From an optimization exercise on the open Yosys and OpenROAD flow, aimed at small area, a short achievable clock period and few clock cycles per item; shortcuts taken in it are not production practice.
Power figures rest on the tool's default switching activity, not on a simulated workload.

run A:
==> flow/design.v <==
module SME(clk,reset,chardata,isstring,ispattern,valid,match,match_index);
input clk;
input reset;
input [7:0] chardata;
input isstring;
input ispattern;
output reg match;
output reg [4:0] match_index;
output reg valid;
reg [6:0] s [0:31];    
reg [5:0] len;         
reg       ps;          
reg       pp;          
reg       pc;          
reg [31:0] d;          
reg [2:0] blm1;        
wire [6:0] c = chardata[6:0];
wire is_dot    = (c == 7'h2E);
wire is_caret  = (c == 7'h5E);
wire is_dollar = (c == 7'h24);
integer k;
reg [31:0] eq, sp, lenis, mask, startok, endok, prev, dnext;
always @(*) begin
	for (k = 0; k < 32; k = k + 1) begin
		eq[k] = (s[k] == c);
		sp[k] = !(s[k][6] | (|s[k][4:0]));
		lenis[k] = (len[4:0] == k);
		mask[k] = (len > k);
	end
	startok[0] = 1'b1;
	for (k = 1; k < 32; k = k + 1) startok[k] = sp[k-1];
	for (k = 0; k < 31; k = k + 1) endok[k] = sp[k+1] | lenis[k+1];
	endok[31] = 1'b1;
	prev = (pp ? {d[30:0], pc} : 32'hFFFFFFFF) & mask;
	dnext = (prev & (eq | {32{is_dot}})) | ({32{is_dollar}} & d & endok) |
	        ({32{is_caret && !pp}} & sp);
end
reg [2:0] tb [0:7];
reg [7:0] bb;
reg [3:0] anyg, selg;
reg [7:0] grp, oh;
reg [2:0] lo;
reg       br;
reg [1:0] g;
reg [4:0] idx;
integer j;
always @(*) begin
	for (j = 0; j < 8; j = j + 1) begin
		tb[j] = j - blm1;
		bb[j] = (j < blm1);
	end
	for (k = 0; k < 4; k = k + 1)
		anyg[k] = |d[8*k +: 8];
	selg[0] = anyg[0];
	selg[1] = !anyg[0] && anyg[1];
	selg[2] = !anyg[0] && !anyg[1] && anyg[2];
	selg[3] = !anyg[0] && !anyg[1] && !anyg[2];
	g = {selg[2] | selg[3], selg[1] | selg[3]};
	grp = ({8{selg[0]}} & d[7:0]) | ({8{selg[1]}} & d[15:8]) |
	      ({8{selg[2]}} & d[23:16]) | ({8{selg[3]}} & d[31:24]);
	for (j = 0; j < 8; j = j + 1)
		oh[j] = grp[j] && !(|(grp & ((8'd1 << j) - 8'd1)));
	lo = 3'd0;
	br = 1'b0;
	for (j = 0; j < 8; j = j + 1) begin
		lo = lo | ({3{oh[j]}} & tb[j]);
		br = br | (oh[j] & bb[j]);
	end
	idx = {g - {1'b0, br}, lo};
end
always @(posedge clk) begin
	if (isstring)
		for (k = 0; k < 32; k = k + 1)
			if ((ps ? lenis[k] : (k == 0)))
				s[k] <= c;
	d <= dnext;
	if (!is_dollar)
		blm1 <= (!pp || pc) ? 3'd0 : blm1 + 3'd1;
	match <= pp && !ispattern && (|anyg);    
	match_index <= idx;
end
always @(posedge clk or posedge reset) begin
	if (reset) begin
		len <= 6'd0;
		ps <= 1'b0;
		pp <= 1'b0;
		pc <= 1'b0;
		valid <= 1'b0;
	end else begin
		ps <= isstring;
		pp <= ispattern;
		if (isstring)
			len <= (ps ? len : 6'd0) + 6'd1;
		pc <= ispattern && !pp && is_caret;
		valid <= pp && !ispattern;
	end
end
endmodule
Settings: LEC_CHECK=0, CAP_MARGIN=10, CORE_MARGIN=2, CORE_UTILIZATION=40, CTS_BUF_LIST=sky130_fd_sc_hd__clkbuf_8, SETUP_SLACK_MARGIN=3.0, SLEW_MARGIN=10; clock period 5.0 ns.
standard.sh (not shown) runs the stock make flow with config.mk's settings and CLKGATE_MAP_FILE= SYNTH_SCRIPT=/design/flow/synth_recipe.tcl, a recipe that flattens the netlist after the stock synthesis.
==> flow/flow/run.sh <==
#!/bin/bash
set -euo pipefail
cp config.mk my_config.mk
cat >> my_config.mk <<'EOC'
export CTS_ARGS = -sink_clustering_enable -repair_clock_nets -dont_use_dummy_load -sink_clustering_size 16 -sink_clustering_max_diameter 50 -buf_list {sky130_fd_sc_hd__clkbuf_8}
EOC
sed "s#DESIGN_CONFIG=[^ ]*#DESIGN_CONFIG=$PWD/my_config.mk#" standard.sh > my_standard.sh
bash my_standard.sh > standard.log 2>&1
Here is what was changed in the inputs of run B compared with run A.
-- flow/design.v --
<<< run A, line 39
reg [7:0] bb;
reg [3:0] anyg, selg;
reg [7:0] grp, oh;
reg [2:0] lo;
reg       br;
reg [1:0] g;
reg [4:0] idx;
integer j;
>>> run B, line 39
reg [7:0] bb;
reg [3:0] anyg, selg;
reg [7:0] oh;
reg [2:0] lo [0:3];
reg [3:0] br;
reg [4:0] idx;
integer j;
<<< run A, line 50
		bb[j] = (j < blm1);
	end
	for (k = 0; k < 4; k = k + 1)
		anyg[k] = |d[8*k +: 8];
	selg[0] = anyg[0];
	selg[1] = !anyg[0] && anyg[1];
	selg[2] = !anyg[0] && !anyg[1] && anyg[2];
	selg[3] = !anyg[0] && !anyg[1] && !anyg[2];
	g = {selg[2] | selg[3], selg[1] | selg[3]};
	grp = ({8{selg[0]}} & d[7:0]) | ({8{selg[1]}} & d[15:8]) |
	      ({8{selg[2]}} & d[23:16]) | ({8{selg[3]}} & d[31:24]);
	for (j = 0; j < 8; j = j + 1)
		oh[j] = grp[j] && !(|(grp & ((8'd1 << j) - 8'd1)));
	lo = 3'd0;
	br = 1'b0;
	for (j = 0; j < 8; j = j + 1) begin
		lo = lo | ({3{oh[j]}} & tb[j]);
		br = br | (oh[j] & bb[j]);
	end
	idx = {g - {1'b0, br}, lo};
end
always @(posedge clk) begin
>>> run B, line 49
		bb[j] = (j < blm1);
	end
	for (k = 0; k < 4; k = k + 1) begin
		anyg[k] = |d[8*k +: 8];
		for (j = 0; j < 8; j = j + 1)
			oh[j] = d[8*k + j] && !(|(d[8*k +: 8] & ((8'd1 << j) - 8'd1)));
		lo[k] = 3'd0;
		br[k] = 1'b0;
		for (j = 0; j < 8; j = j + 1) begin
			lo[k] = lo[k] | ({3{oh[j]}} & tb[j]);
			br[k] = br[k] | (oh[j] & bb[j]);
		end
	end
	selg[0] = anyg[0];
	selg[1] = !anyg[0] && anyg[1];
	selg[2] = !anyg[0] && !anyg[1] && anyg[2];
	selg[3] = !anyg[0] && !anyg[1] && !anyg[2];
	idx[2:0] = ({3{selg[0]}} & lo[0]) | ({3{selg[1]}} & lo[1]) |
	           ({3{selg[2]}} & lo[2]) | ({3{selg[3]}} & lo[3]);
	idx[4:3] = ({2{selg[0]}} & (br[0] ? 2'd3 : 2'd0)) |
	           ({2{selg[1]}} & (br[1] ? 2'd0 : 2'd1)) |
	           ({2{selg[2]}} & (br[2] ? 2'd1 : 2'd2)) |
	           ({2{selg[3]}} & (br[3] ? 2'd2 : 2'd3));
end
always @(posedge clk) begin
Findings:
The setup slack of run B is larger than that of run A. Between run A and run B, the flow reports overall power increasing slightly. Relative to run A, global-route usage decreased by 0.56 points in run B. Final routed wire length divided by cell count of run B falls short of that of run A by a few percent. Taking run A as 1.0, run B lands at 1.14 on multi-input combinational gate total. Relative to run A, proportion of final cell area spent on non-clock buffers decreased by 3.0 points in run B. Comparing final cycle utilization of the critical path for run A and run B, the bigger number came from run A. [compare] base=run A new=run B: die footprint rose 1600 sq um, clock power stayed essentially flat, final non-filler cell area barely changed.
No run of this note included a check of the RTL's function; only the layout flow was run.

separate check: timing with driven ports:
How much do the figures lean on ideal ports? The routed layouts below were timed once more, with nothing changed but the port constraints.
Step 1 (the two cells are an assumption about what drives the block):
set clk [get_ports {clk}]
set_driving_cell -lib_cell sky130_fd_sc_hd__clkbuf_16 $clk
set_driving_cell -lib_cell sky130_fd_sc_hd__buf_2 [delete_from_list [all_inputs] $clk]
Step 2 adds t to the input delays and takes it off the output delays; t is the mean of the earliest and latest rising clock arrival at the registers after step 1. Input paths then give back, and output paths get back, about the clock's delay inside the block.
Slacks: ideal ports / drivers / drivers and shift; pairs: ideal ports / drivers.
run	t, ns	setup slack, ns	pins driven straight from the clock port
run A	0.613	2.695 / 2.695 / 2.304	1
run B	0.604	2.911 / 2.866 / 2.340	1
After both steps every run listed still meets setup and hold. The setup slack of run B, which loses most, moves by -0.045 ns with the drivers and by -0.571 ns with both steps.
